What follows belongs to an exercise in optimizing a design on an open flow for small area and a short achievable clock period; a production flow would make more cautious choices. RTL that was checked went through simulation tests only; none was proved equivalent to the original.

// FIR_transposed
module FIR_transposed(clk, reset, noisy_signal, filtered_real);
  input clk;
  input reset;
  input signed [15:0] noisy_signal;
  output signed [15:0] filtered_real;
  wire [15:0] x = noisy_signal;
  wire x15n = ~x[15];
  reg [15:0] h1;
  reg [15:0] h2;
  reg [15:0] h3;
  reg [15:0] h4;
  reg [15:0] h5;
  reg [15:0] h6;
  reg [15:0] h7;
  reg [15:0] h8;
  reg [15:0] h9;
  reg [15:0] h10;
  reg [15:0] h11;
  reg [15:0] h12;
  reg [15:0] h13;
  reg [15:0] h14;
  reg [15:0] h15;
  reg [15:0] h16;
  reg [15:0] h17;
  reg [15:0] h18;
  reg [15:0] h19;
  reg [15:0] h20;
  reg [15:0] h21;
  reg [15:0] h22;
  reg [15:0] h23;
  reg [15:0] h24;
  reg [15:0] h25;
  reg [15:0] h26;
  reg [15:0] h27;
  reg [15:0] h28;
  reg [15:0] h29;
  reg [15:0] h30;
  reg [15:0] h31;
  reg [15:0] h32;
  reg [15:0] h33;
  reg [15:0] h34;
  reg [15:0] h35;
  reg [15:0] h36;
  reg [15:0] h37;
  reg [15:0] h38;
  reg [15:0] h39;
  reg [15:0] h40;
  reg [15:0] h41;
  reg [15:0] h42;
  reg [15:0] h43;
  reg [15:0] h44;
  reg [15:0] h45;
  reg [15:0] h46;
  reg [15:0] h47;
  reg [15:0] h48;
  reg [15:0] h49;
  reg [31:0] T1a;
  reg [31:0] T1b;
  reg [31:0] Sa;
  reg [31:0] Sb;
  wire s0, c1;
  wire s2, c3;
  wire s4, c5;
  wire s6, c7;
  wire s8, c9;
  wire s10, c11;
  wire s12, c13;
  wire s14, c15;
  wire s16, c17;
  wire s18, c19;
  wire s20, c21;
  wire s22, c23;
  wire s24, c25;
  wire s26, c27;
  wire s28, c29;
  wire s30, c31;
  wire s32, c33;
  wire s34, c35;
  wire s36, c37;
  wire s38, c39;
  wire s40, c41;
  wire s42, c43;
  wire s44, c45;
  wire s46, c47;
  wire s48, c49;
  wire s50, c51;
  wire s52, c53;
  wire s54, c55;
  wire s56, c57;
  wire s58, c59;
  wire s60, c61;
  wire s62, c63;
  wire s64, c65;
  wire s66, c67;
  wire s68, c69;
  wire s70, c71;
  wire s72, c73;
  wire s74, c75;
  wire s76, c77;
  wire s78, c79;
  wire s80, c81;
  wire s82, c83;
  wire s84, c85;
  wire s86, c87;
  wire s88, c89;
  wire s90, c91;
  wire s92, c93;
  wire s94, c95;
  wire s96, c97;
  wire s98, c99;
  wire s100, c101;
  ...
clock: 13.0 ns
lec_check: 0
abc_clock_period_in_ps: 2000
cap_margin: 20
core_margin: 2
core_utilization: 40
setup_slack_margin: 5
slew_margin: 20
synth_hierarchical: 1
standard.sh (not shown) runs the stock make flow with config.mk's settings and CLKGATE_MAP_FILE= SYNTH_SCRIPT=/design/flow/synth_recipe.tcl, a recipe that flattens the netlist after the stock synthesis.
==> flow/flow/run.sh <==
#!/bin/bash
# Standard layout with a larger setup-repair margin.
bash standard.sh SETUP_SLACK_MARGIN=7 finish > standard.log 2>&1
The starting point ran to the end with no violations.
Change:
==> flow/flow/run.sh (replaced) <==
#!/bin/bash
# Standard layout with a larger setup-repair margin and power (size) recovery.
bash standard.sh SETUP_SLACK_MARGIN=7 RECOVER_POWER=100 finish > standard.log 2>&1
Effect:
- The changed run finished but fails on max-capacitance violations, max-slew violations
- clock skew is about the same
- final area fell by 0.34%
- routed wire length barely changes
- synthesized cell count stays the same
- hold slack is about the same
- count of clock-buffer cells in the layout does not change

* * *

Setup of job 101:
FIR_transposed, a different RTL version from the one above (not shown whole).
Size: ~5000 cells after synthesis, ~34 I/O pins, roughly 0.072 mm2 of cells after synthesis.
export LEC_CHECK = 0
export ABC_CLOCK_PERIOD_IN_PS = 2000
export CAP_MARGIN = 20
export CORE_MARGIN = 2
export CORE_UTILIZATION = 65
export CTS_CLUSTER_DIAMETER = 100
export CTS_CLUSTER_SIZE = 22
export SETUP_SLACK_MARGIN = 5
export SLEW_MARGIN = 20
export SYNTH_HIERARCHICAL = 1
create_clock -name core_clock -period 13.0 [get_ports {clk}]
==> flow/flow/run.sh <==
#!/bin/bash
# Standard layout with a larger setup-repair margin.
bash standard.sh SETUP_SLACK_MARGIN=6.0 finish > standard.log 2>&1
The final layout from job 101, which completed every stage, passed the timing, design-rule and antenna checks at the end of the flow.
#### Input delta (job 102 over job 101)
==> flow/flow/run.sh <==
#!/bin/bash
# Standard layout with a larger setup-repair margin.
bash standard.sh SETUP_SLACK_MARGIN=6.2 finish > standard.log 2>&1
[summary]
On total via count in the routed design, job 102 does worse than job 101.
Job 102 vs. job 101: standard cell core area has remained practically unchanged; wire length higher.
Diff job 101 -> job 102: fraction of final layout cells with drive strength greater than 1 grew by 7.6 points, routed metal-1 wirelength shows an increase of 1.2%, sequential share of layout area lower.

* * *

Another version of the RTL of FIR_transposed (not shown whole).
Size in the first run: roughly 880 flip-flops.
==> flow/config.mk <==
export PLATFORM = sky130hd
export DESIGN_NAME = FIR_transposed
export DESIGN_NICKNAME = FIR_transposed
export VERILOG_FILES = /design/flow/design.v
export SDC_FILE = /design/flow/constraint.sdc
export NUM_CORES = 8
export LEC_CHECK = 0
export ABC_CLOCK_PERIOD_IN_PS = 2000
export CAP_MARGIN = 20
export CORE_MARGIN = 2
export CORE_UTILIZATION = 40
export CTS_BUF_LIST = sky130_fd_sc_hd__clkbuf_4 sky130_fd_sc_hd__clkbuf_8
export CTS_CLUSTER_SIZE = 20
export SETUP_SLACK_MARGIN = 5
export SLEW_MARGIN = 20
export SYNTH_HIERARCHICAL = 1
==> flow/constraint.sdc <==
create_clock -name core_clock -period 13.0 [get_ports {clk}]
set_input_delay 2.6000 -clock core_clock [delete_from_list [all_inputs] [get_ports {clk}]]
set_output_delay 2.6000 -clock core_clock [all_outputs]
set_load 0.01 [all_outputs]
run.sh (not shown) runs the stock make flow with config.mk's settings and CLKGATE_MAP_FILE= SYNTH_SCRIPT=/design/flow/synth_recipe.tcl, a recipe that flattens the netlist after the stock synthesis.
Stock flow here: none of the scripts above is used.
Edit:
==> flow/flow/run.sh (new file) <==
#!/bin/bash
# Standard layout with a larger setup-repair margin.
bash standard.sh SETUP_SLACK_MARGIN=7 finish > standard.log 2>&1
==> flow/standard.sh (new file) <==
#!/bin/bash
# synth_recipe.tcl (not shown) runs the flow's synth.tcl, then flattens the netlist and writes it again
# the make line also repeats each setting of config.mk as NAME=value (left out here)
make -C /OpenROAD-flow-scripts/flow DESIGN_CONFIG=/design/flow/config.mk WORK_HOME=/design/flow/orfs CLKGATE_MAP_FILE= SYNTH_SCRIPT=/design/flow/synth_recipe.tcl "${@:-finish}"
- CTS_BUF_LIST: sky130_fd_sc_hd__clkbuf_4 sky130_fd_sc_hd__clkbuf_8 -> default
- CTS_CLUSTER_SIZE: 20 -> default
removed: flow/run.sh
Global-route usage increases by 0.58 points.
Utilization increases by 3.4 points.
Wire length increases by 3.0%.
Via count increases by about 1.7%.
Count of clock-buffer cells in the layout decreases by 82.
Non-clock buffer count increases by 267.
Cell count increases by about 2.3%.
Final area increases by 7.7%.
Maximum frequency increases by about 5%.
Synthesized cell count stays the same.
Synthesized area stays the same.
No functional check of the RTL was part of any run of this note.

port drivers added, routing unchanged:
In the flow no input, the clock included, has a driving cell. The finished layouts below were timed again as built, in two steps.
Step 1 (the two cells are an assumption about what drives the block):
set clk [get_ports {clk}]
set_driving_cell -lib_cell sky130_fd_sc_hd__clkbuf_16 $clk
set_driving_cell -lib_cell sky130_fd_sc_hd__buf_2 [delete_from_list [all_inputs] $clk]
Step 2 adds t to the input delays and takes it off the output delays; t is the mean of the earliest and latest rising clock arrival at the registers after step 1. Input paths then give back, and output paths get back, about the clock's delay inside the block.
a / b / c = ideal / step 1 / step 2; a / b = the first two.
| run | t (ns) | setup WS [ns] | slew at the worst register clock pin (ns) | worst slew at a driven data input, ns |
|---|---|---|---|---|
| the first run of note 1 | 0.770 | 5.712 / 5.661 / 5.661 | 0.07 / 0.07 | 0.08 |
| the second run of note 1 | 0.769 | 4.010 / 4.011 / 3.242 | 0.07 / 0.07 | 0.07 |
| job 101 | 0.740 | 6.007 / 5.959 / 5.551 | 0.10 / 0.10 | 0.07 |
| job 102 | 0.740 | 6.000 / 5.939 / 5.731 | 0.10 / 0.10 | 0.09 |
| the first run of note 3 | 0.924 | 5.090 / 5.010 / 5.259 | 0.08 / 0.08 | 0.07 |
| the second run of note 3 | 0.789 | 5.463 / 5.381 / 5.691 | 0.07 / 0.07 | 0.07 |
The setup slack of the second run of note 1, which loses most, moves by +0.001 ns with the drivers and by -0.768 ns with both steps.
